This design comes from an exercise in tuning for a short achievable clock period and few clock cycles on the open sky130 flow, not from production work.
The RTL was checked by simulation tests, not by an equivalence proof against the original design.
Power is estimated from default activity; no workload was simulated.

File: design/flow/config.mk
export PLATFORM = sky130hd
export DESIGN_NAME = cpu
export DESIGN_NICKNAME = cpu
export VERILOG_FILES = /design/flow/design.v
export SDC_FILE = /design/flow/constraint.sdc
export NUM_CORES = 4
export LEC_CHECK = 0
export CAP_MARGIN = 20
export CORE_MARGIN = 2
export CORE_UTILIZATION = 40
export SETUP_SLACK_MARGIN = 2.9
export SLEW_MARGIN = 20
export SYNTH_HIERARCHICAL = 1
File: design/flow/constraint.sdc
create_clock -name core_clock -period 5.0 [get_ports {clock}]
set_input_delay 1.0000 -clock core_clock [delete_from_list [all_inputs] [get_ports {clock}]]
set_output_delay 1.0000 -clock core_clock [all_outputs]
set_load 0.01 [all_outputs]
File: design/flow/design.v
`timescale 1ns/10ps
module reg_file(clock,raddr1,rout1,raddr2,rout2,raddr3,rout3,wen,waddr,win);
input           clock;
input   [2:0]   raddr1,raddr2,raddr3;
output  [15:0]  rout1,rout2,rout3;
input           wen;
input   [2:0]   waddr;
input   [15:0]  win;
reg     [15:0]  ram[7:1];
assign rout1 = raddr1 ? ram[raddr1] : 16'd0;
assign rout2 = raddr2 ? ram[raddr2] : 16'd0;
assign rout3 = raddr3 ? ram[raddr3] : 16'd0;
always @(posedge clock)
    if (wen && waddr != 3'd0)
        ram[waddr] <= win;
endmodule
`timescale 1ns/10ps
module fetch_module(clock,resetn,hold,bc,a,off,imem_addr);
input           clock;
input           resetn;
input           hold;
input   [3:0]   bc;
input   [15:0]  a;
input   [15:0]  off;
output  [11:0]  imem_addr;
reg  [12:0] pc;
reg  [12:0] pc2;
wire z     = (a == 16'd0);
wire taken = (bc[0] & z) | (bc[1] & !z) | (bc[2] & !a[15]) | (bc[3] & a[15]);
wire [15:0] tgt, tgt2, pc4, unused0, unused1, unused2;
ks_adder add_t (.a({3'd0, pc}),  .b(off),   .cin(1'b0), .sum(tgt),  .sumn(unused0));
ks_adder add_t2(.a({3'd0, pc2}), .b(off),   .cin(1'b0), .sum(tgt2), .sumn(unused1));
ks_adder add_4 (.a({3'd0, pc2}), .b(16'd2), .cin(1'b0), .sum(pc4),  .sumn(unused2));
assign imem_addr = pc[12:1];
always @(posedge clock or negedge resetn)
if (!resetn) begin
    pc  <= 13'd0;
    pc2 <= 13'd2;
end else begin
    pc  <= taken ? tgt[12:0]  : hold ? pc  : pc2;
    pc2 <= taken ? tgt2[12:0] : hold ? pc2 : pc4[12:0];
end
endmodule
`timescale 1ns/10ps
module decode_module(op,rd,sel,wen,imm);
input  [3:0]  op;
input  [2:0]  rd;
output [10:0] sel;
output        wen;
output        imm;
parameter NOP = 4'd0;
parameter ADD = 4'd1;
parameter SUB = 4'd2;
parameter AND = 4'd3;
parameter OR  = 4'd4;
parameter NOT = 4'd5;
parameter SL  = 4'd6;
parameter SR  = 4'd7;
parameter SRU = 4'd8;
parameter ADDI= 4'd9;
parameter LD  = 4'd10;
parameter ST  = 4'd11;
parameter BR  = 4'd12;
assign sel[0]  = (op == ADD) || (op == ADDI);
assign sel[1]  = (op == SUB);
assign sel[2]  = (op == AND);
assign sel[3]  = (op == OR);
assign sel[4]  = (op == NOT);
assign sel[5]  = (op == SL);
assign sel[6]  = (op == SR);
assign sel[7]  = (op == SRU);
assign sel[8]  = (op == LD);
assign sel[9]  = (op == ST);
assign sel[10] = (op == BR);
assign wen     = (op >= ADD) && (op <= LD) && (rd != 3'd0);
assign imm     = (op == ADDI) || (op == LD) || (op == ST);
endmodule
`timescale 1ns/10ps
module and16(a,b,y);
input  [15:0] a, b;
output [15:0] y;
assign y = a & b;
endmodule
module xor16(a,b,y);
input  [15:0] a, b;
output [15:0] y;
assign y = a ^ b;
endmodule
module xnor16(a,b,y);
input  [15:0] a, b;
output [15:0] y;
assign y = ~(a ^ b);
endmodule
module pfx17(g,p,gl,pl,go,po);
input  [16:0] g, p, gl, pl;
output [16:0] go, po;
assign go = g | (p & gl);
assign po = p & pl;
endmodule
module mux16(s,a,b,y);
input         s;
input  [15:0] a, b;
output [15:0] y;
assign y = s ? b : a;
endmodule
module ks_adder(a,b,cin,sum,sum2,sumn);
input  [15:0] a, b;
input         cin;
output [15:0] sum, sum2, sumn;
wire [15:0] g, p;
and16 u_g(.a(a), .b(b), .y(g));
xor16 u_p(.a(a), .b(b), .y(p));
wire [16:0] g0 = {g, cin};
wire [16:0] p0 = {p, 1'b0};
wire [16:0] g1, p1, g2, p2, g3, p3, g4, p4;
pfx17 l1(.g(g0), .p(p0), .gl({g0[15:0], 1'b0}),  .pl({p0[15:0], 1'b1}),  .go(g1), .po(p1));
pfx17 l2(.g(g1), .p(p1), .gl({g1[14:0], 2'b0}),  .pl({p1[14:0], 2'b11}), .go(g2), .po(p2));
pfx17 l3(.g(g2), .p(p2), .gl({g2[12:0], 4'b0}),  .pl({p2[12:0], 4'hf}),  .go(g3), .po(p3));
pfx17 l4(.g(g3), .p(p3), .gl({g3[8:0], 8'b0}),   .pl({p3[8:0], 8'hff}),  .go(g4), .po(p4));
xor16  u_s (.a(p), .b(g4[15:0]), .y(sum));
xor16  u_s2(.a(p), .b(g4[15:0]), .y(sum2));
xnor16 u_sn(.a(p), .b(g4[15:0]), .y(sumn));
endmodule
module mux16i(s,a,b,y);
input         s;
input  [15:0] a, b;
output [15:0] y;
assign y = ~(s ? b : a);
endmodule
module oai16(san,sbn,cn,a,b,y);
input         san, sbn, cn;
input  [15:0] a, b;
output [15:0] y;
assign y = ~(({16{san}} | a) & ({16{sbn}} | b) & {16{cn}});
endmodule
module oa16(san,sbn,cn,a,b,y);
input         san, sbn, cn;
input  [15:0] a, b;
output [15:0] y;
assign y = ({16{san}} | a) & ({16{sbn}} | b) & {16{cn}};
endmodule
module shifter(xl,xr,sl,sr,big,fill,l,r,lc,rc,ln,rn);
input  [15:0] xl, xr;
input  [3:0]  sl, sr;
input         big;
input         fill;
output [15:0] l, r, lc, rc, ln, rn;
wire [15:0] l1n, l2, l3n, r1n, r2, r3n;
mux16i ul1(.s(sl[0]), .a(xl),  .b({xl[14:0], 1'b0}),   .y(l1n));
mux16i ul2(.s(sl[1]), .a(l1n), .b({l1n[13:0], 2'b11}), .y(l2));
mux16i ul3(.s(sl[2]), .a(l2),  .b({l2[11:0], 4'b0}),   .y(l3n));
mux16i ur1(.s(sr[0]), .a(xr),  .b({fill, xr[15:1]}),         .y(r1n));
mux16i ur2(.s(sr[1]), .a(r1n), .b({{2{!fill}}, r1n[15:2]}),  .y(r2));
mux16i ur3(.s(sr[2]), .a(r2),  .b({{4{fill}}, r2[15:4]}),    .y(r3n));
wire lan = sl[3] | big;
wire lbn = !sl[3] | big;
wire ran = sr[3] | big;
wire rbn = !sr[3] | big;
wire bfn = !(big & fill);
oai16 ul4 (.san(lan), .sbn(lbn), .cn(1'b1), .a(l3n), .b({l3n[7:0], 8'hff}), .y(l));
oai16 ul4b(.san(lan), .sbn(lbn), .cn(1'b1), .a(l3n), .b({l3n[7:0], 8'hff}), .y(lc));
oa16  ul4n(.san(lan), .sbn(lbn), .cn(1'b1), .a(l3n), .b({l3n[7:0], 8'hff}), .y(ln));
oai16 ur4 (.san(ran), .sbn(rbn), .cn(bfn), .a(r3n), .b({{8{!fill}}, r3n[15:8]}), .y(r));
oai16 ur4b(.san(ran), .sbn(rbn), .cn(bfn), .a(r3n), .b({{8{!fill}}, r3n[15:8]}), .y(rc));
oa16  ur4n(.san(ran), .sbn(rbn), .cn(bfn), .a(r3n), .b({{8{!fill}}, r3n[15:8]}), .y(rn));
endmodule
module alu_module(cin,lsel,sra,a,b,xa,xb,xl,xr,sal,sar,sum,sum2,sumn,lg,shl,shr,shl2,shr2,shln,shrn,big,fill);
input         cin;
input  [1:0]  lsel;
input         sra;
input  [15:0] a, b, xa, xb, xl, xr;
input  [3:0]  sal, sar;
output [15:0] sum, sum2, sumn, lg, shl, shr, shl2, shr2, shln, shrn;
output        big, fill;
ks_adder add(.a(a), .b(b), .cin(cin), .sum(sum), .sum2(sum2), .sumn(sumn));
assign lg   = lsel[1] ? (lsel[0] ? ~xa : (xa | xb)) : (xa & xb);
assign big  = |xb[15:4];
assign fill = sra & xr[15];
shifter sh(.xl(xl), .xr(xr), .sl(sal), .sr(sar), .big(big), .fill(fill), .l(shl), .r(shr), .lc(shl2), .rc(shr2), .ln(shln), .rn(shrn));
endmodule
`timescale 1ns/10ps
module mem_module(clock,resetn,st,base,off,sdata,dmem_addr,dmem_we,dmem_wdata);
input         clock;
input         resetn;
input         st;
input  [15:0] base;
input  [15:0] off;
input  [15:0] sdata;
output [11:0] dmem_addr;
output        dmem_we;
output [15:0] dmem_wdata;
reg    [11:0] dmem_addr;
reg           dmem_we;
reg    [15:0] dmem_wdata;
wire   [12:0] ea = base[12:0] + off[12:0];
always @(posedge clock or negedge resetn)
if (!resetn)
    dmem_we <= 1'b0;
else
    dmem_we <= st;
always @(posedge clock) begin
    dmem_addr  <= ea[12:1];
    dmem_wdata <= sdata;
end
endmodule
`timescale 1ns/10ps
module wb_module(clock,resetn,wen,waddr,wdata,rf_we,rf_waddr,rf_wdata);
input           clock;
input           resetn;
input           wen;
input   [2:0]   waddr;
input   [15:0]  wdata;
output          rf_we;
output  [2:0]   rf_waddr;
output  [15:0]  rf_wdata;
reg         rf_we;
reg  [2:0]  rf_waddr;
reg  [15:0] rf_wdata;
always @(posedge clock or negedge resetn)
if (!resetn)
    rf_we <= 1'b0;
else
    rf_we <= wen;
always @(posedge clock) begin
    rf_waddr <= waddr;
    rf_wdata <= wdata;
end
endmodule
`timescale 1ns/10ps
module aoi22_16(s0,s1,d0,d1,y);
input         s0, s1;
input  [15:0] d0, d1;
output [15:0] y;
assign y = ~(({16{s0}} & d0) | ({16{s1}} & d1));
endmodule
module aoi21_16(s,d,o,y);
input         s;
input  [15:0] d, o;
output [15:0] y;
assign y = ~(({16{s}} & d) | o);
endmodule
module nand2_16(a,b,y);
input  [15:0] a, b;
output [15:0] y;
assign y = ~(a & b);
endmodule
module nand4_16(a,b,c,d,y);
input  [15:0] a, b, c, d;
output [15:0] y;
assign y = ~(a & b & c & d);
endmodule
module inv16(a,y);
input  [15:0] a;
output [15:0] y;
assign y = ~a;
endmodule
module fsel3(s0,s1,s2,d0,d1,d2,o,y);
input         s0, s1, s2;
input  [15:0] d0, d1, d2, o;
output [15:0] y;
wire   [15:0] n1, n2;
aoi22_16 u1(.s0(s0), .s1(s1), .d0(d0), .d1(d1), .y(n1));
aoi21_16 u2(.s(s2), .d(d2), .o(o), .y(n2));
nand2_16 u3(.a(n1), .b(n2), .y(y));
endmodule
module fsel6(s0,s1,s2,s3,s4,s5,d0,d1,d2,d3,d4,d5,o,y);
input         s0, s1, s2, s3, s4, s5;
input  [15:0] d0, d1, d2, d3, d4, d5, o;
output [15:0] y;
wire   [15:0] n1, n2, n3, n4;
aoi22_16 u1(.s0(s0), .s1(s1), .d0(d0), .d1(d1), .y(n1));
aoi22_16 u2(.s0(s2), .s1(s3), .d0(d2), .d1(d3), .y(n2));
aoi22_16 u3(.s0(s4), .s1(s5), .d0(d4), .d1(d5), .y(n3));
inv16    u4(.a(o), .y(n4));
nand4_16 u5(.a(n1), .b(n2), .c(n3), .d(n4), .y(y));
endmodule
module fwd_detect(rs1,rs2,rd,ex_wen,ex_rd,mem_wen,mem_rd,e1,e2,ed,m1,m2,md);
input  [2:0] rs1, rs2, rd, ex_rd, mem_rd;
input        ex_wen, mem_wen;
output       e1, e2, ed, m1, m2, md;
assign e1 = ex_wen && (ex_rd == rs1);
assign e2 = ex_wen && (ex_rd == rs2);
assign ed = ex_wen && (ex_rd == rd);
assign m1 = mem_wen && (mem_rd == rs1);
assign m2 = mem_wen && (mem_rd == rs2);
assign md = mem_wen && (mem_rd == rd);
endmodule
module cpu(clock,resetn,imem_addr,imem_rdata,dmem_addr,dmem_we,dmem_wdata,dmem_rdata,
           rf_we,rf_waddr,rf_wdata);
input       clock;
input       resetn;
output [11:0] imem_addr;
input  [15:0] imem_rdata;
output [11:0] dmem_addr;
output        dmem_we;
output [15:0] dmem_wdata;
input  [15:0] dmem_rdata;
output        rf_we;
output [2:0]  rf_waddr;
output [15:0] rf_wdata;
wire [15:0] inst = imem_rdata;
wire [3:0]  op   = inst[15:12];
wire [2:0]  rd   = inst[11:9];
wire [2:0]  rs1  = inst[8:6];
wire [2:0]  rs2  = inst[5:3];
wire [15:0] sx   = {{10{inst[5]}}, inst[5:0]};
wire [10:0] dec_sel;
wire        dec_wen;
wire        dec_imm;
decode_module decode(.op(op), .rd(rd), .sel(dec_sel), .wen(dec_wen), .imm(dec_imm));
wire use1     = (op != 4'd0);                                   
wire use2     = (op != 4'd0) && (op <= 4'd8) && (op != 4'd5);   
wire dec_add  = dec_sel[0] | dec_sel[1];                        
wire dec_shl  = dec_sel[5];                                     
wire dec_shr  = dec_sel[6] | dec_sel[7];                        
wire dec_xa   = (|dec_sel[10:8]) | (|dec_sel[4:2]);              
wire dec_xb   = |dec_sel[7:2];                                  
wire dec_sub  = dec_sel[1];
wire dec_bpos = dec_sel[0] & !dec_imm;                          
reg         ex_wen, ex_ld;
reg  [2:0]  ex_rd;
reg         ex_usum, ex_ulg, ex_ush, ex_shr;    
wire [15:0] ex_sum2, ex_shl2, ex_shrv2;
wire [15:0] ex_sum, ex_sumn, ex_lg, ex_shl, ex_shrv, ex_shln, ex_shrn;
wire        ex_big, ex_fill;
reg         mem_wen, mem_ld;
reg  [2:0]  mem_rd;
reg  [15:0] mem_alu;
wire [15:0] mem_res = mem_ld ? dmem_rdata : mem_alu;
wire [15:0] rf1, rf2, rfd;
reg_file regs(.clock(clock),
              .raddr1(rs1), .rout1(rf1),
              .raddr2(rs2), .rout2(rf2),
              .raddr3(rd),  .rout3(rfd),
              .wen(mem_wen), .waddr(mem_rd), .win(mem_res));
wire e1, e2, ed, m1, m2, md;
fwd_detect fwd(.rs1(rs1), .rs2(rs2), .rd(rd), .ex_wen(ex_wen), .ex_rd(ex_rd),
               .mem_wen(mem_wen), .mem_rd(mem_rd),
               .e1(e1), .e2(e2), .ed(ed), .m1(m1), .m2(m2), .md(md));
wire stall = ex_ld && ((e1 && use1) || (e2 && use2));
wire ex_sl  = ex_ush & !ex_shr;
wire ex_sr  = ex_ush & ex_shr;
wire [15:0] ex_early = {16{ex_ulg}} & ex_lg;
wire [15:0] o1 = e1 ? ex_early : m1 ? mem_res : rf1;
wire [15:0] o2 = e2 ? ex_early : m2 ? mem_res : rf2;
wire late2 = e2 & (ex_usum | ex_sl | ex_sr);
wire [15:0] vd = md ? mem_res : rfd;
wire [15:0] ex_a_n, ex_b_n, ex_xa_n, ex_xb_n, ex_xl_n, ex_xr_n, ex_sl_n, ex_sr_n;
fsel3 sel_a (.s0(dec_add & e1 & ex_usum), .s1(dec_add & e1 & ex_sl), .s2(dec_add & e1 & ex_sr),
             .d0(ex_sum), .d1(ex_shl), .d2(ex_shrv),
             .o({16{dec_add}} & o1), .y(ex_a_n));
fsel3 sel_xa(.s0(dec_xa & e1 & ex_usum), .s1(dec_xa & e1 & ex_sl), .s2(dec_xa & e1 & ex_sr),
             .d0(ex_sum), .d1(ex_shl), .d2(ex_shrv),
             .o({16{dec_xa}} & o1), .y(ex_xa_n));
fsel3 sel_xb(.s0(dec_xb & e2 & ex_usum), .s1(dec_xb & e2 & ex_sl), .s2(dec_xb & e2 & ex_sr),
             .d0(ex_sum), .d1(ex_shl), .d2(ex_shrv),
             .o({16{dec_xb}} & o2), .y(ex_xb_n));
fsel3 sel_xl(.s0(dec_shl & e1 & ex_usum), .s1(dec_shl & e1 & ex_sl), .s2(dec_shl & e1 & ex_sr),
             .d0(ex_sum2), .d1(ex_shl2), .d2(ex_shrv2),
             .o({16{dec_shl}} & o1), .y(ex_xl_n));
fsel3 sel_xr(.s0(dec_shr & e1 & ex_usum), .s1(dec_shr & e1 & ex_sl), .s2(dec_shr & e1 & ex_sr),
             .d0(ex_sum2), .d1(ex_shl2), .d2(ex_shrv2),
             .o({16{dec_shr}} & o1), .y(ex_xr_n));
fsel3 sel_sl(.s0(dec_shl & e2 & ex_usum), .s1(dec_shl & e2 & ex_sl), .s2(dec_shl & e2 & ex_sr),
             .d0(ex_sum2), .d1(ex_shl2), .d2(ex_shrv2),
             .o({16{dec_shl}} & o2), .y(ex_sl_n));
fsel3 sel_sr(.s0(dec_shr & e2 & ex_usum), .s1(dec_shr & e2 & ex_sl), .s2(dec_shr & e2 & ex_sr),
             .d0(ex_sum2), .d1(ex_shl2), .d2(ex_shrv2),
             .o({16{dec_shr}} & o2), .y(ex_sr_n));
fsel6 sel_b (.s0(dec_bpos & e2 & ex_usum), .s1(dec_bpos & e2 & ex_sl), .s2(dec_bpos & e2 & ex_sr),
             .s3(dec_sub & e2 & ex_usum),  .s4(dec_sub & e2 & ex_sl),  .s5(dec_sub & e2 & ex_sr),
             .d0(ex_sum), .d1(ex_shl), .d2(ex_shrv), .d3(ex_sumn), .d4(ex_shln), .d5(ex_shrn),
             .o(dec_imm ? sx : dec_sub ? (late2 ? 16'd0 : ~o2) : dec_bpos ? o2 : 16'd0), .y(ex_b_n));
reg  [15:0] ex_a, ex_b, ex_xa, ex_xb, ex_xl, ex_xr, ex_s, ex_sx;
reg  [3:0]  ex_sal, ex_sar;
reg  [3:0]  ex_bc;
reg  [1:0]  ex_lsel;
reg         ex_st, ex_cin, ex_sra, ex_sfwd;
always @(posedge clock or negedge resetn)
if (!resetn) begin
    ex_usum <= 1'b0;
    ex_ulg  <= 1'b0;
    ex_ush  <= 1'b0;
    ex_st   <= 1'b0;
    ex_wen  <= 1'b0;
    ex_ld   <= 1'b0;
    ex_rd   <= 3'd0;
    ex_bc   <= 4'd0;
    ex_sfwd <= 1'b0;
end else begin
    ex_usum <= !stall && dec_add;
    ex_ulg  <= !stall && (dec_sel[2] | dec_sel[3] | dec_sel[4]);
    ex_ush  <= !stall && (dec_sel[5] | dec_sel[6] | dec_sel[7]);
    ex_st   <= !stall && dec_sel[9];
    ex_wen  <= !stall && dec_wen;
    ex_ld   <= !stall && dec_sel[8];
    ex_rd   <= rd;
    ex_bc   <= (stall || !dec_sel[10]) ? 4'd0 :
               {rd != 3'd0 && rd != 3'd1 && rd != 3'd3, rd == 3'd1, rd == 3'd3, rd == 3'd0};
    ex_sfwd <= ed;
end
always @(posedge clock) begin
    ex_a    <= ex_a_n;
    ex_b    <= ex_b_n;
    ex_xa   <= ex_xa_n;
    ex_xb   <= ex_xb_n;
    ex_xl   <= ex_xl_n;
    ex_xr   <= ex_xr_n;
    ex_sal  <= ex_sl_n[3:0];
    ex_sar  <= ex_sr_n[3:0];
    ex_cin  <= dec_sub;
    ex_s    <= vd;
    ex_sx   <= sx;
    ex_lsel <= {dec_sel[3] | dec_sel[4], dec_sel[4]};
    ex_shr  <= dec_sel[6] | dec_sel[7];
    ex_sra  <= dec_sel[7];
end
alu_module alu(.cin(ex_cin), .lsel(ex_lsel), .sra(ex_sra), .a(ex_a), .b(ex_b), .xl(ex_xl), .xr(ex_xr), .sal(ex_sal), .sar(ex_sar),
               .xa(ex_xa), .xb(ex_xb), .sum(ex_sum), .sum2(ex_sum2), .sumn(ex_sumn), .lg(ex_lg),
               .shl(ex_shl), .shr(ex_shrv), .shl2(ex_shl2), .shr2(ex_shrv2), .shln(ex_shln), .shrn(ex_shrn),
               .big(ex_big), .fill(ex_fill));
wire [15:0] alu_res;
fsel3 sel_m(.s0(ex_usum), .s1(ex_sl), .s2(ex_sr), .d0(ex_sum), .d1(ex_shl), .d2(ex_shrv),
            .o(ex_early), .y(alu_res));
mem_module mem(.clock(clock), .resetn(resetn), .st(ex_st), .base(ex_xa), .off(ex_sx),
               .sdata(ex_sfwd ? mem_res : ex_s),
               .dmem_addr(dmem_addr), .dmem_we(dmem_we), .dmem_wdata(dmem_wdata));
fetch_module fetch(.clock(clock), .resetn(resetn), .hold(stall), .bc(ex_bc),
                   .a(ex_xa), .off(ex_sx), .imem_addr(imem_addr));
always @(posedge clock or negedge resetn)
if (!resetn) begin
    mem_wen <= 1'b0;
    mem_ld  <= 1'b0;
    mem_rd  <= 3'd0;
end else begin
    mem_wen <= ex_wen;
    mem_ld  <= ex_ld;
    mem_rd  <= ex_rd;
end
always @(posedge clock)
    mem_alu <= alu_res;
wb_module wb(.clock(clock), .resetn(resetn), .wen(mem_wen), .waddr(mem_rd), .wdata(mem_res),
             .rf_we(rf_we), .rf_waddr(rf_waddr), .rf_wdata(rf_wdata));
endmodule
File: design/flow/run.sh
#!/bin/bash
# synth_recipe.tcl (not shown) runs the flow's synth.tcl, then flattens the netlist and writes it again
# the make line also repeats each setting of config.mk as NAME=value (left out here)
make -C /OpenROAD-flow-scripts/flow DESIGN_CONFIG=/design/flow/config.mk WORK_HOME=/design/flow/orfs CLKGATE_MAP_FILE= SYNTH_SCRIPT=/design/flow/synth_recipe.tcl finish
==> out/summary.md, run 1 <==
The run finished with no timing, DRC or antenna violations. The critical path is of the input port to flip-flop type. For the worst-skew pair, the clock arrives at the later sink with an insertion delay of 610 ps. The logs give 24400 for the number of global-route vias before repair and 0.0158 uW for the standby leakage power.

Total negative slack: 0 ps. The area added between synthesis and finish was 38.2%. The tools report the effective utilization at floorplan as 40.4%. For the data required time at the worst endpoint, the log shows 5520 ps.

The logs give 48 for the largest net degree at the start of global routing and 11 for the count of synthesis-stage warnings from yosys. Hold repair after CTS inserted 0 buffers. The clock arrives with 35.8 ps of skew.

Counting instances, the worst hold path has a depth of 0. The post-route minimum period was 2460 ps; the global-route wire length before repair was 159 mm. The total overflow left after global routing is 0. The number of input and output port buffers inserted was 94. Highest ir drop seen on vdd: 0.000273 V. Dividing the detail-routed via count by the number of cells gives 6.12.

Clock tree synthesis found a total of 353 sinks. TritonCTS built the clock tree. The number of antenna diodes in the final layout is 0. The total length of routed wires is 112 mm, and the number of violations reported at the end of detailed-routing iteration 0 is 2661.

In this run switching power makes up 36.2% of total power. The class of the tightest hold or removal check is flip-flop to flip-flop. After the flow finishes, the layout carries non-filler instances totaling 4050. At the end of the flow, the number of nets in the layout was 3128. Setup violations remaining at the end of the flow were counted as 0. The tools report the placed instance count as 3693.

The first detailed-routing pass took 6 iterations. The tools report the power share of the combinational group as 41.3%. Estimated wirelength of the detail-placed design: 69.8 mm. The cell area that synthesis handed to floorplanning was 27700 um2. Setup repair after global routing could not meet its margin everywhere.

In the routed design, unresolved DRC markers number 0. The die is 267 um tall. For the final count of hold timing violations, the log shows 0.

The worst setup path is captured at a flip-flop. The power per unit of standard cell area works out to 327 nW/um2. Once detail routing completed, the nets flagged for antenna violations numbered 0. The run gives 95 as the number of top-level design ports. After synthesis, the mean cell area works out to 10.5 um2. In the global route stage, overall resource usage came out at 29.7%.

Critical-path maximum fanout: 6. The max-capacitance violation count is 0. The cell sitting at the root of the clock tree is a clkbuf_16. The H-tree depth reported by CTS is 2, and the total die area is 71400 um2.

The number of antenna violations at the first check in global routing is 0, and the total of fill cells in the finished design is 5596. The worst setup path is launched from an input port. The logic depth of the worst register-to-register path came out at 9. In this run the core area contains 96 standard-cell rows. Measured along the x axis, the die boundary spans 267 um.

In the final routed layout, each cell accounts on average for 27.5 um. Data on the critical path arrives at its endpoint at 2970 ps. The total number of vias was 24800; the weighted congestion at the end of routability-driven global placement was 0.956. The worst path uses 49.1% of the clock period. For the number of max-slew violations in the final report, the log shows 0.

Measured against its own limit, the worst slew margin works out to 42.2%. Sequential cells burn 29.6% of the power. The fraction of layout instances using a drive strength above 1 is 44.1%. For this run, the top clock speed supported by timing is 407 MHz. The logs give 7990 uW for the internal cell power and 68600 um2 for the area of the core region.

Clock tree synthesis inserted a total of 45 buffers. The transition time at the pin with the least slew margin was 867 ps. The run gives 2634 as the synthesized instance count. The clock share of power came out at 29.1%. Counting along the longest clock path gives a buffer depth of 3. Clock-pin slew reported for the worst setup and hold paths after clock tree synthesis: 60 ps.

The run gives 4530 uW as the power dissipated by switching net loads.
metrics by stage:
stage / util, % / hold slack [ps] / worst slack (ps) / power [uW] / instance area [um2]
6_report: 55.8 / 346 / 2540 / 12500 / 38300
5_1_grt: 55.8 / 366 / 2530 / 13000 / 38300
4_1_cts: 52.6 / 348 / 2660 / 12200 / 36000
3_5_place_dp: 43.0 / 336 / 1010 / 7750 / 29500
3_3_place_gp: 43.0 / 334 / 1050 / 7690 / 29500
2_1_floorplan: - / 331 / 2140 / 6700 / 29100
registers in the layout (all words and copies together) (netlist names), 2 cells and up:
name / cells
ex_a: 16
ex_b: 16
ex_bc: 4
ex_lsel: 2
ex_rd: 3
ex_s: 16
ex_sal: 4
ex_sar: 4
ex_sx: 6
ex_xa: 16
ex_xb: 16
ex_xl: 16
ex_xr: 16
fetch.pc: 13
fetch.pc2: 13
mem.dmem_addr: 12
mem.dmem_wdata: 16
mem_alu: 16
mem_rd: 3
regs.ram: 112
wb.rf_waddr: 3
wb.rf_wdata: 16
path summary, 6_finish.rpt:
path	slack, ps	endpoint	startpoint
hold / removal	350	mem.dmem_we	ex_st
hold reg to reg	350	mem.dmem_we	ex_st
setup / recovery	2540	ex_b[1]	imem_rdata[3]
setup reg to reg	2640	ex_b[3]	mem_ld
min in group asynchronous	430	fetch.pc[9]	resetn
max in group asynchronous	4050	mem_ld	resetn
cells in the final DEF, fill, tap and decap left out, types with 30 or more instances in the layout:
| cell type | instances |
|---|---|
| a21o_1 | 211 |
| a21oi_1 | 80 |
| a21oi_2 | 48 |
| a21oi_4 | 90 |
| a221oi_2 | 44 |
| a221oi_4 | 32 |
| a22oi_1 | 44 |
| a22oi_2 | 114 |
| and2_1 | 228 |
| buf_12 | 66 |
| buf_2 | 60 |
| buf_4 | 193 |
| buf_6 | 53 |
| clkbuf_16 | 51 |
| conb_1 | 177 |
| dfrtp_1 | 41 |
| dfxtp_1 | 158 |
| edfxtp_1 | 112 |
| mux2_4 | 91 |
| mux2i_1 | 140 |
| mux2i_4 | 37 |
| nand2_1 | 125 |
| nor2_1 | 74 |
| o221ai_4 | 48 |
| xnor2_1 | 31 |
| xor2_1 | 95 |
| xor2_4 | 30 |
layout make-up:
type                            instances  area (um2)  share of cell area (%)
Timing Repair inverter                  1        7.51                  0.0196
Timing Repair Buffer                  431        4800                    12.5
Inverter                               42         171                   0.448
Clock inverter                         28         392                    1.02
Tap cell                              931        1160                    3.04
Sequential cell                       353        8500                    22.2
Multi-Input combinational cell       2208       22000                    57.4
Clock buffer                           56        1260                    3.31
power groups by stage:
| stage | combinational, uW | clock [uW] | sequential [uW] |
|---|---|---|---|
| floorplan | 3100 | 0 | 3600 |
| global placement | 3950 | 0 | 3750 |
| detailed placement | 4000 | 0 | 3750 |
| CTS | 4830 | 3670 | 3690 |
| global route | 5510 | 3780 | 3740 |
| finish | 5170 | 3640 | 3710 |
per-layer routing:
metal  vias to the layer above  GRT usage [%]  wire length (um)
li1                      10700              -                 -
met1                     12300           37.6             43300
met2                      1395           49.2             52100
met3                       389           4.76              9600
met4                         0           14.8              6560
met5                         -              0                 0
critical path, stage by stage:
cell and delay, ps:
buf_16 130, buf_12 150, mux2_4 320, a221oi_4 370, a221oi_2 60, a222oi_1 300
buf_4 220, mux2i_1 240, inv_1 80, nand4_1 100
timing repair:
| item | in CTS | in global routing |
|---|---|---|
| setup buffers | 149 | 85 |
| gates cloned | 30 | 9 |
| pin swaps | 163 | 129 |
| endpoints found under the setup margin | 322 | 172 |
| gates resized for setup | 881 | 267 |
Testbench counts, summed over its fixed seeds: cycles 41,155.
==> inputs of run 2 (changes only) <==
--- a/design/flow/config.mk
+++ b/design/flow/config.mk
@@ -8,6 +8,6 @@
 export CAP_MARGIN = 20
 export CORE_MARGIN = 2
 export CORE_UTILIZATION = 40
-export SETUP_SLACK_MARGIN = 2.9
+export SETUP_SLACK_MARGIN = 3.1
 export SLEW_MARGIN = 20
 export SYNTH_HIERARCHICAL = 1
==> out/summary.md, run 2 <==
The tools report the maximum buffer depth of the clock tree as 3. Synthesis produced 2634 cells. Across the VDD grid, the largest voltage drop is 0.000275 V. The clock sink total was 353; the final non-filler cell total was 4068. The site row count was 96.

The total area inside the core boundary comes to 68600 um2. The repair_antennas step left the layout with diodes totalling 0. The relative contribution of sequential cells to total power is 30.1%.

The internal power of the cells totals 7640 uW. The H-tree depth reported by CTS was 2. The average wire per cell in the routed design is 27.6 um.

During I/O placement, the number of pins put on the boundary was 95. The largest net degree at the start of global routing came out at 49. The power share of the combinational group came out at 44.8%. The analysis attributes to net switching a power of 4510 uW.

The placed instance count came out at 3689. The count of synthesis-stage warnings from yosys came out at 11. The placed standard-cell area is 29800 um2. At the pin with the least slew margin, the transition time is 668 ps. For this design, the CTS-stage hold fixing added 0 buffers. The area added between synthesis and finish is 40.1%, and the max-capacitance violation count is 0.

The tools report the total die area as 71400 um2. The overall die height is 267 um. The number of max-slew violations in the final report is 0.

The fraction of layout instances using a drive strength above 1 was 46.1%. The count of nets left with antenna violations once routing finished came out at 0. The tools report the clock share of power as 25.1%. Dividing total power by cell area gives a power density of 313 nW/um2. The register name with the most flops is regs.ram. The total length of routed wires was 112 mm; the number of buffers created by CTS was 42. Data arrives at the worst endpoint at 3060 ps. The detailed router placed 25000 vias in this run. Setup violations remaining at the end of the flow were counted as 0. Along the worst path, the maximum fanout reaches 6. TritonCTS built the clock tree.

The share of the cycle needed by the critical path after routing came out at 50.2%. The tools report the final layout net count as 3151. The leading cell type in the layout, fill and taps excluded is and2_1. Setup repair after global routing could not meet its margin everywhere.

Summed over all cells, the static leakage comes to 0.0159 uW. The logs give 27700 um2 for the netlist area before placement and 1 for the number of antenna violations at the first check in global routing. The tools report the top achievable clock speed as 398 MHz. At the later pin of the worst-skew pair, clock insertion delay measures 610 ps. Number of input and output port buffers inserted: 94. The worst setup path is launched from an input port.

The tools report the number of global-route vias before repair as 25000. The global-route wire length before repair came out at 163 mm. The initial utilization of the core area, before any placement, comes to 40.4%. The worst setup path is captured at a flip-flop. The register with the most flip-flops in the layout has 112 of them. Detailed placement finished with a half-perimeter wire length of 68.6 mm. From left edge to right edge, the die measures 267 um.

The weighted congestion at the end of routability-driven global placement came out at 0.934. In the layout the commonest cells are 223 x and2_1, 209 x a21o_1, 208 x buf_4, 177 x conb_1, 139 x dfxtp_1. The average footprint of a synthesized cell is 10.5 um2. The logs give 0 for the aggregate global routing overflow and 12200 uW for the power consumption.

After routing the design area is 38800 um2. The tree is rooted in a clkbuf_16. For this run, design rule violations remaining after detail routing come to 0. In the final timing run, aggregate negative setup slack is 0 ps. The tools report the final count of hold timing violations as 0. The worst pin sits at a relative slew slack of 55.5%. The average vias per placed instance is 6.13.

In this run the worst hold path is classified as input port to async pin. The worst setup skew after layout was 25.7 ps. By startpoint and endpoint, the worst setup path is classified as input port to flip-flop. In this run, the number of DRC markers left after iteration 0 of detailed routing was 3040. The overall fraction of global-route tracks in use was 30.6%.

The flow ran to the end and the layout has no timing, DRC or antenna violations. The first detailed-routing pass took 8 iterations. The switching share of power was 37.1%. The worst path needs 2510 ps of the cycle, external delays included. After clock tree synthesis, the clock-pin slew on the worst setup and hold paths is 70 ps. The filler cells instantiated in the layout total 5513. At the worst endpoint, the required time is 5550 ps.
[run 2: cell count changes in the layout (fill, tap and decap cells not counted), sizes merged, moves of 2 or more]
cell      previous run  this run
clkbuf              59        70
clkinvlp             5         2
buf                405       433
bufbuf               4         6
clkinv              15         7
nand2              143       139
bufinv               7         0
[run 2: repair_timing]
action | 4_1_cts | 5_1_grt
endpoints found under the setup margin | 353 | 229
buffers inserted | 205 | 52
pin swaps | 200 | 100
gates resized for setup | 1001 | 203
hold endpoints to repair | 0 | 0
cloned | 42 | 4
[run 2: power groups by stage]
stage	Combinational (uW)	Clock [uW]	Sequential [uW]
finish	5450	3050	3650
global route	5760	3180	3680
floorplan	3130	0	3610
CTS	5150	3080	3620
global placement	3970	0	3760
detailed placement	4010	0	3770
[run 2: final cells by class]
class | instances | area [um2] | share of cell area (%)
clock buffers | 66 | 1210 | 3.13
clock inverters | 10 | 97.6 | 0.252
repair buffers | 462 | 5580 | 14.4
inverters | 42 | 161 | 0.416
well taps | 931 | 1160 | 3.00
repair inverters | 1 | 7.51 | 0.0194
multi-input cells | 2203 | 22000 | 56.8
flip-flops and latches | 353 | 8540 | 22.0
[run 2: routing by layer]
layer  routed length (um)  global-route usage [%]
met2                50000                    48.4
met4                 6590                    14.5
met5                   11                       0
met1                44300                    39.5
met3                11500                    6.74
[run 2: per-stage QoR]
| stage | util, % | worst slack, ps | hold slack, ps |
|---|---|---|---|
| floorplan | - | 2140 | 331 |
| global placement | 43.4 | 794 | 334 |
| detailed placement | 43.4 | 925 | 336 |
| CTS | 54.5 | 2690 | 152 |
| global route | 56.6 | 2440 | 161 |
| finish | 56.6 | 2490 | 168 |
[run 2: critical path: stages]
cell      delay (ps)
buf_16           120
buf_12           130
buf_16           130
buf_4            140
mux2_4           300
a221oi_4         240
a221oi_2          80
a222oi_1         320
buf_4            190
mux2i_1          200
inv_1             80
nand4_1           90
[run 2: path summary, 6_finish.rpt]
| check | end | slack (ps) | depth (start not counted) | startpoint |
|---|---|---|---|---|
| min in group core_clock | mem.dmem_we | 360 | 0 | ex_st |
| max in group asynchronous | mem_ld | 3940 | 2 | resetn |
| worst max register to register | ex_b[10] | 2630 | 9 | mem_ld |
| worst min-delay path | fetch.pc[8] | 170 | 1 | resetn |
| worst max-delay path | ex_b[9] | 2490 | 12 | imem_rdata[3] |
| worst min register to register | mem.dmem_we | 360 | 0 | ex_st |
==> inputs of run 3 (changes only) <==
--- a/design/flow/config.mk
+++ b/design/flow/config.mk
@@ -7,7 +7,7 @@
 export LEC_CHECK = 0
 export CAP_MARGIN = 20
 export CORE_MARGIN = 2
-export CORE_UTILIZATION = 40
-export SETUP_SLACK_MARGIN = 3.1
+export CORE_UTILIZATION = 45
+export SETUP_SLACK_MARGIN = 3.0
 export SLEW_MARGIN = 20
 export SYNTH_HIERARCHICAL = 1
==> out/summary.md, run 3 <==
The run gives 0.000248 V as the highest ir drop seen on vdd. Startpoint kind of the worst setup timing path: an input port. Across all register-to-register paths, the minimum setup slack is 2610 ps. Setup repair after global routing could not meet its margin everywhere. The first global-routing pass estimated 153 mm of wire. The number of violations reported at the end of detailed-routing iteration 0 is 2618, and the number of search-and-repair iterations in the first detailed-routing pass is 8. The worst pin sits at a relative slew slack of 55.0%. The site row count was 90; the netlist area before placement was 27700 um2.

Tracing the worst setup path back leads to its startpoint at imem_rdata[7]. After detailed routing, the number of remaining DRC violations is 0. The total negative slack is 0 ps, and the average wire per cell in the routed design is 27.1 um.

The average footprint of a synthesized cell was 10.5 um2. The leading cell type in the layout, fill and taps excluded was and2_1. Clock-pin slew was measured on the worst setup and hold paths at 60 ps. For this run, the number of Yosys warnings is 11. The final layout net count is 3130.

The tools report the insertion delay of the later-clocked pin in the worst-skew pair as 600 ps. The post-route minimum period was 2460 ps. For the total of fill cells in the finished design, the log shows 4646. The die covers 63500 um2. More flip-flops sit in one register than any other, and that register is regs.ram. At the pin with the least slew margin, the transition time is 675 ps. Detailed placement ended at an HPWL of 66.9 mm. The aggregate global routing overflow was 0; the number of input and output port buffers inserted was 94.

The category of the critical setup timing path is input port to flip-flop. In the routed layout, each cell is associated on average with a via count of 6.27. The routed layout has 24500 vias. The tools report the hold path startpoint as ex_st. Worst setup skew after layout: 18.8 ps. The data arrival time of the critical path came out at 2920 ps.

CTS placed an instance of clkbuf_16 at the clock tree root. In this run the horizontal extent of the chip is 252 um. The number of global-route vias before repair is 24300, and the data required time at the worst endpoint is 5460 ps. For this design the ratio of total power to cell area is 328 nW/um2. The total length of routed wires came out at 106 mm. In this run the critical register-to-register path is captured at ex_b[15]. Global routing used 31.8% of the available tracks. The critical-path maximum fanout came out at 5. Kind of capture point of the worst setup path: a flip-flop. For the final number of setup-violating endpoints, the log shows 0.

Max-capacitance violation count: 0. The top cell types in the final layout, fill and taps aside, are 221 x and2_1, 209 x a21o_1, 201 x buf_4, 177 x conb_1, 135 x dfxtp_1. The fraction of layout instances using a drive strength above 1 came out at 45.5%. The number of cells on the worst reg-to-reg path is 9. The flip-flop count of the largest register, all copies and words added works out to 112. 0 antenna diodes ended up in the layout. The terminating pin of the worst hold path is mem.dmem_we. The core utilization of the finished layout was 62.7%.

Summed over all cells, the static leakage comes to 0.0157 uW. The source of the worst register-to-register timing path was ex_xb[9]. In this run the vertical extent of the chip is 252 um. TritonCTS built the clock tree. The maximum buffer depth of the clock tree was 3. In this run, CTS created clock tree buffers numbering 43. Relative to the synthesized area, the layout overhead comes to 37.1%. Routability-driven placement finished with a final weighted congestion of 0.971. For the number of antenna violations at the first check in global routing, the log shows 1. The flow ran to the end and the layout has no timing, DRC or antenna violations. The final count of hold timing violations was 0.

The worst hold path belongs to the class flip-flop to flip-flop. The run gives 2 as the H-tree depth reported by CTS. The top achievable clock speed was 406 MHz; the area of the core region was 60600 um2. Once detail routing completed, the nets flagged for antenna violations numbered 0. The synthesized instance count is 2634, and the largest net degree at the start of global routing is 72.

The number of max-slew violations in the final report was 0; the clock sink total was 353. The worst path uses 49.2% of the clock period. 95 I/O pins were placed. For the total of hold buffers inserted after clock tree synthesis, the log shows 0. The worst hold path was traced through 0 stages. The initial utilization of the core area, before any placement, comes to 45.7%.
## run 3: critical path: stages
cell and delay, ps:
buf_12 80, buf_12 100, buf_6 90, nor2b_4 40, buf_6 110, buf_12 130, buf_12 130, a221oi_4 270
a221oi_2 50, nor2_1 130, a211o_1 320, a21boi_1 130, a21oi_1 220, nand2_1 100
## run 3: worst max path at each step
stage | endpoint | depth (start not counted)
after floorplan | fetch.pc2[10] | 8
after global placement | ex_b[12] | 9
after detailed placement | ex_b[12] | 9
after CTS | ex_b[12] | 10
after global routing | ex_xl[2] | 14
final | ex_xl[2] | 14
## run 3: layout make-up
cell class              instances  area (um2)  area share [%]
repair inverters                1        7.51          0.0198
well taps                     782         978            2.58
inverters                      42         171           0.451
clock inverters                17         226           0.596
multi-input cells            2203       21800            57.4
clock buffers                  63        1300            3.41
flip-flops and latches        353        8550            22.5
repair buffers                440        4940            13.0
## run 3: metrics by stage
stage,setup slack (ps),power [uW],instance area [um2],hold slack (ps),std cells
2_1_floorplan,2140,6720,29300,331,2799
3_3_place_gp,1000,7640,29400,340,3542
3_5_place_dp,918,7700,29400,342,3542
4_1_cts,2710,12000,36200,355,3845
5_1_grt,2510,13000,38000,368,3901
6_report,2540,12500,38000,359,3901
## run 3: repair_timing
item / in CTS / in global routing
cloned: 27 / 3
endpoints found under the setup margin: 358 / 230
endpoints found under the hold margin: 0 / 0
gates resized for setup: 936 / 244
buffers inserted: 196 / 53
pin swaps: 170 / 166
## run 3: per-layer routing
metal  global-route usage [%]  share of wire [%]  up-vias
li1                         -                  -    10700
met1                     41.3                 41    12100
met2                     50.1                 45     1273
met3                     7.12                9.0      358
met4                     14.9                5.2        2
met5                        0              0.012        -
## run 3: power by group
group          leakage [uW]  switching, uW  internal [uW]
combinational        0.0117           2710           2690
clock              0.000746           1380           2030
sequential          0.00321            335           3320
==> inputs of run 4 (changes only) <==
--- a/design/flow/design.v
+++ b/design/flow/design.v
@@ -27,18 +27,27 @@
 reg  [12:0] pc2;
 wire z     = (a == 16'd0);
 wire taken = (bc[0] & z) | (bc[1] & !z) | (bc[2] & !a[15]) | (bc[3] & a[15]);
-wire [15:0] tgt, tgt2, pc4, unused0, unused1, unused2;
-ks_adder add_t (.a({3'd0, pc}),  .b(off),   .cin(1'b0), .sum(tgt),  .sumn(unused0));
-ks_adder add_t2(.a({3'd0, pc2}), .b(off),   .cin(1'b0), .sum(tgt2), .sumn(unused1));
-ks_adder add_4 (.a({3'd0, pc2}), .b(16'd2), .cin(1'b0), .sum(pc4),  .sumn(unused2));
+wire [15:0] tgt, tgt2, pc4, unused0, unused1, unused2, unused3, unused4, unused5;
+ks_adder add_t (.a({3'd0, pc}),  .b(off),   .cin(1'b0), .sum(tgt),  .sum2(unused3), .sumn(unused0));
+ks_adder add_t2(.a({3'd0, pc2}), .b(off),   .cin(1'b0), .sum(tgt2), .sum2(unused4), .sumn(unused1));
+ks_adder add_4 (.a({3'd0, pc2}), .b(16'd2), .cin(1'b0), .sum(pc4),  .sum2(unused5), .sumn(unused2));
 assign imem_addr = pc[12:1];
+wire [25:0] nh = {pc4[12:0], pc2};
+wire [25:0] tk = {tgt2[12:0], tgt[12:0]};
+wire [25:0] cur = {pc2, pc};
+wire [31:0] nxt_t, nxt;
+mux16 m_t0(.s(taken), .a(nh[15:0]), .b(tk[15:0]), .y(nxt_t[15:0]));
+mux16 m_t1(.s(taken), .a({6'd0, nh[25:16]}), .b({6'd0, tk[25:16]}), .y(nxt_t[31:16]));
+wire [25:0] nxt_nh = {nxt_t[25:16], nxt_t[15:0]};
+mux16 m_h0(.s(hold), .a(nxt_nh[15:0]), .b(cur[15:0]), .y(nxt[15:0]));
+mux16 m_h1(.s(hold), .a({6'd0, nxt_nh[25:16]}), .b({6'd0, cur[25:16]}), .y(nxt[31:16]));
 always @(posedge clock or negedge resetn)
 if (!resetn) begin
     pc  <= 13'd0;
     pc2 <= 13'd2;
 end else begin
-    pc  <= taken ? tgt[12:0]  : hold ? pc  : pc2;
-    pc2 <= taken ? tgt2[12:0] : hold ? pc2 : pc4[12:0];
+    pc  <= nxt[12:0];
+    pc2 <= nxt[25:13];
 end
 endmodule
 `timescale 1ns/10ps
@@ -274,6 +283,13 @@
 inv16    u4(.a(o), .y(n4));
 nand4_16 u5(.a(n1), .b(n2), .c(n3), .d(n4), .y(y));
 endmodule
+module stall_detect(ldoh,rs1,rs2,use1,use2,stall);
+input  [7:0] ldoh;
+input  [2:0] rs1, rs2;
+input        use1, use2;
+output       stall;
+assign stall = (use1 && ldoh[rs1]) || (use2 && ldoh[rs2]);
+endmodule
 module fwd_detect(rs1,rs2,rd,ex_wen,ex_rd,mem_wen,mem_rd,e1,e2,ed,m1,m2,md);
 input  [2:0] rs1, rs2, rd, ex_rd, mem_rd;
 input        ex_wen, mem_wen;
@@ -318,6 +334,7 @@
 wire dec_sub  = dec_sel[1];
 wire dec_bpos = dec_sel[0] & !dec_imm;                          
 reg         ex_wen, ex_ld;
+reg  [7:0]  ex_ldoh;             
 reg  [2:0]  ex_rd;
 reg         ex_usum, ex_ulg, ex_ush, ex_shr;    
 wire [15:0] ex_sum2, ex_shl2, ex_shrv2;
@@ -337,7 +354,8 @@
 fwd_detect fwd(.rs1(rs1), .rs2(rs2), .rd(rd), .ex_wen(ex_wen), .ex_rd(ex_rd),
                .mem_wen(mem_wen), .mem_rd(mem_rd),
                .e1(e1), .e2(e2), .ed(ed), .m1(m1), .m2(m2), .md(md));
-wire stall = ex_ld && ((e1 && use1) || (e2 && use2));
+wire stall;
+stall_detect stl(.ldoh(ex_ldoh), .rs1(rs1), .rs2(rs2), .use1(use1), .use2(use2), .stall(stall));
 wire ex_sl  = ex_ush & !ex_shr;
 wire ex_sr  = ex_ush & ex_shr;
 wire [15:0] ex_early = {16{ex_ulg}} & ex_lg;
@@ -384,6 +402,7 @@
     ex_st   <= 1'b0;
     ex_wen  <= 1'b0;
     ex_ld   <= 1'b0;
+    ex_ldoh <= 8'd0;
     ex_rd   <= 3'd0;
     ex_bc   <= 4'd0;
     ex_sfwd <= 1'b0;
@@ -394,6 +413,7 @@
     ex_st   <= !stall && dec_sel[9];
     ex_wen  <= !stall && dec_wen;
     ex_ld   <= !stall && dec_sel[8];
+    ex_ldoh <= (stall || !dec_sel[8] || !dec_wen) ? 8'd0 : (8'd1 << rd);
     ex_rd   <= rd;
     ex_bc   <= (stall || !dec_sel[10]) ? 4'd0 :
                {rd != 3'd0 && rd != 3'd1 && rd != 3'd3, rd == 3'd1, rd == 3'd3, rd == 3'd0};
--- a/design/flow/config.mk
+++ b/design/flow/config.mk
@@ -7,7 +7,7 @@
 export LEC_CHECK = 0
 export CAP_MARGIN = 20
 export CORE_MARGIN = 2
-export CORE_UTILIZATION = 45
-export SETUP_SLACK_MARGIN = 3.0
+export CORE_UTILIZATION = 40
+export SETUP_SLACK_MARGIN = 2.9
 export SLEW_MARGIN = 20
 export SYNTH_HIERARCHICAL = 1
==> out/summary.md, run 4 <==
The flow ran to the end and the layout has no timing, DRC or antenna violations. The register with the most flip-flops in the final layout is regs.ram. The library cells used most frequently in the layout, excluding fill and tap cells, are 234 x buf_4, 209 x a21o_1, 198 x and2_1, 177 x conb_1, 152 x dfxtp_1. The DRC violation count after routing is 0. In this design, the stage delay of the slowest critical-path cell is 520 ps. Traced cell by cell, the critical path runs through and2_4 > buf_4 > clkinvlp_4 > o221a_1 > a22oi_2 > nand4_1. Clock-pin slew was measured on the worst setup and hold paths at 60 ps. The final layout net count came out at 3234. IR analysis of the VDD net gives a maximum drop of 0.000289 V. Average footprint of a synthesized cell: 10.5 um2.

The first global-routing pass estimated 158 mm of wire. Port buffering added 94 buffers. In this run the core area contains 97 standard-cell rows.

Setup violations remaining at the end of the flow were counted as 0. The clock passes through at most 3 buffers. In this run the power density over the cells is 320 nW/um2. Combinational logic burns 44.7% of the power.

The number of antenna violations at the first check in global routing was 4. The library cell used most frequently in the layout, excluding fill and tap cells, is buf_4. The detailed router placed 25400 vias in this run. The H-tree depth reported by CTS is 2. In this run the vertical extent of the chip is 269 um. Cell internal power was estimated by the tool at 8080 uW. For the largest net degree at the start of global routing, the log shows 47. The startpoint identified for the worst register-to-register timing path is ex_xr[15].

After the first detailed-routing iteration, the DRC count stood at 2731. Top achievable clock speed: 392 MHz. The worst setup skew after layout is 38.1 ps. In this run the critical register-to-register path is captured at ex_b[14].

By startpoint and endpoint, the worst setup path is classified as flip-flop to flip-flop. The total negative slack came out at 0 ps. Once layout is done, the placed cells without fillers occupy 39800 um2.

Area of the core region: 69800 um2. The slowest stage cell on the critical path is clkinvlp_4. The count of synthesis-stage warnings from yosys was 11. The max-capacitance violation count was 0; the clock sink total was 361. The startpoint kind of the worst setup timing path was a flip-flop. The die covers 72400 um2. Once placement finished, the instance area stood at 29800 um2. In this run the register-to-register setup slack is 2450 ps.

The worst hold path begins at ex_st. Beginning of the critical path: ex_xr[15]. After synthesis the cells add up to 28100 um2. The share of the cycle needed by the critical path after routing was 51.1%; the logic depth of the worst register-to-register path was 6. The fraction of layout instances using a drive strength above 1 works out to 48.1%. The relative contribution of sequential cells to total power is 29.4%, and the total of hold buffers inserted after clock tree synthesis is 0. The flip-flop count of the largest register, all copies and words added works out to 112. For the number of max-slew violations in the final report, the log shows 0.

The total length of routed wires is 113 mm, and the clock share of power is 26.0%. Summed over all cells, the static leakage comes to 0.0163 uW. The tools report the post-route antenna net violation count as 0. The critical-path maximum fanout came out at 13. The average wire per cell in the routed design was 27.0 um; the width of the die was 269 um. Average vias per placed instance: 6.10. Detailed placement finished with a half-perimeter wire length of 69.1 mm. Data arrival time of the critical path: 3000 ps. For the pin with the worst max-slew slack, the measured transition is 737 ps. The overall fraction of global-route tracks in use was 28.4%. Routability-driven placement finished with a final weighted congestion of 0.927. The effective utilization at floorplan came out at 40.3%. The area added between synthesis and finish was 41.4%. Fill cells in the final layout number 5535. Final count of hold timing violations: 0. The run gives 50.9% as the worst-case headroom to the max-slew limit. The clock tree root driver cell is clkbuf_16. The path with the worst hold slack has its endpoint at mem.dmem_we. Setup repair after global routing could not meet its margin everywhere. The cell depth of the worst min-delay path is 0, and the post-route minimum period is 2550 ps. The logs give 45 for the number of buffers created by CTS and 2669 for the synthesized instance count.

The number of global-route vias before repair was 24800; the aggregate global routing overflow was 0. The path class of the tightest hold or removal check is flip-flop to flip-flop. The run gives 5440 ps as the data required time at the worst endpoint. The clock reaches the later pin of the worst-skew pair after 620 ps.

The number of search-and-repair iterations in the first detailed-routing pass was 10. The run gives 95 as the number of top-level design ports. TritonCTS built the clock tree.

Of the total power, the share spent switching nets is 36.5%. The power dissipated by switching net loads is 4630 uW. Kind of capture point of the worst setup path: a flip-flop.
## run 4: changes by cell type in the layout (fill, tap and decap cells not counted), moves of 17 or more
cell / delta
buf_4: +33
and2_1: -23
xor2_1: -28
dfxtp_2: -24
buf_2: +28
and2_4: +19
a21oi_2: +28
dfxtp_1: +17
## run 4: final cells by class
cell class	instances	area, um2	area share [%]
multi-input cells	2229	22600	56.8
flip-flops and latches	361	8740	22.0
repair buffers	503	5620	14.1
clock buffers	65	1310	3.30
well taps	940	1180	2.96
inverters	47	185	0.466
clock inverters	16	146	0.368
repair inverters	1	7.51	0.0189
diodes	2	5.00	0.0126
## run 4: worst max path at each step
stage                     to  slack, ps  cells past startpoint
floorplan           ex_xa[4]       2240                     10
global placement    ex_xl[1]        880                     10
detailed placement  ex_a[10]        830                     10
CTS                 ex_b[10]       2660                     11
global route        ex_b[14]       2470                      6
finish              ex_b[14]       2450                      6
## run 4: power by group through the flow
stage	combinational (uW)	clock, uW	sequential (uW)
6_report	5680	3300	3730
5_1_grt	5980	3450	3770
4_1_cts	4850	3320	3690
3_5_place_dp	3950	0	3780
3_3_place_gp	3900	0	3770
2_1_floorplan	3080	0	3630
## run 4: stage by stage
step / power [uW] / hold slack [ps] / util, % / setup WS [ps] / cells
after global placement: 7660 / 343 / 42.7 / 884 / 3737
after floorplan: 6710 / 331 / - / 2240 / 2834
after CTS: 11900 / 361 / 52.6 / 2660 / 4032
after detailed placement: 7730 / 342 / 42.7 / 834 / 3737
after global routing: 13200 / 373 / 57.0 / 2470 / 4162
final: 12700 / 358 / 57.0 / 2450 / 4164
## run 4: timing repair
action | 4_1_cts | 5_1_grt
gates resized for setup | 962 | 327
gates cloned | 31 | 11
endpoints found under the setup margin | 248 | 188
pin swaps | 135 | 198
setup buffers | 183 | 119
## run 4: critical path, delay by kind of cell, from the launching register on
| family | cells | cell delay (ps) |
|---|---|---|
| and+or+nand+nor | 2 | 410 |
| AOI/OAI and AO/OA | 2 | 770 |
| buffers and inverters | 2 | 750 |
| DFF | 1 | 460 |
## run 4: routing by layer
layer	track usage, %	vias up	wire [um]	part of all wire, %
met1	36.7	12600	43700	39
met3	5.47	462	10700	9.5
met4	14.6	8	7430	6.6
met5	0	-	53	0.047
li1	-	10900	-	-
met2	45.2	1469	50700	45
Testbench counts of run 4, summed over its fixed seeds: cycles 41,155.

-- static timing again, ports no longer ideal --
No port has a modelled driver above. Below, the same layouts with a new extraction and two added sets of constraints.
Step 1: set_driving_cell puts a clkbuf_16 on clock and a buf_2 on each other input, an assumption about the parent block.
Step 2, shift: input delay + t, output delay - t, t = (earliest + latest rising clock arrival at the registers) / 2. This alone moves slack from input paths to output paths.
Three values: no drivers, after step 1, after step 2; two values: the first two.
run | t, ns | setup WS [ns] | worst hold slack (ns)
run 1 | 0.657 | 2.544 / 2.515 / 1.858 | 0.346 / 0.346 / 0.346
run 2 | 0.670 | 2.488 / 2.415 / 1.745 | 0.168 / 0.123 / 0.356
run 3 | 0.653 | 2.538 / 2.541 / 1.887 | 0.359 / 0.359 / 0.359
run 4 | 0.664 | 2.446 / 2.446 / 1.859 | 0.358 / 0.358 / 0.358
After both steps every run listed still meets setup and hold. For run 2, which loses most, drivers alone change the setup slack by -0.073 ns; drivers and shift together by -0.743 ns.
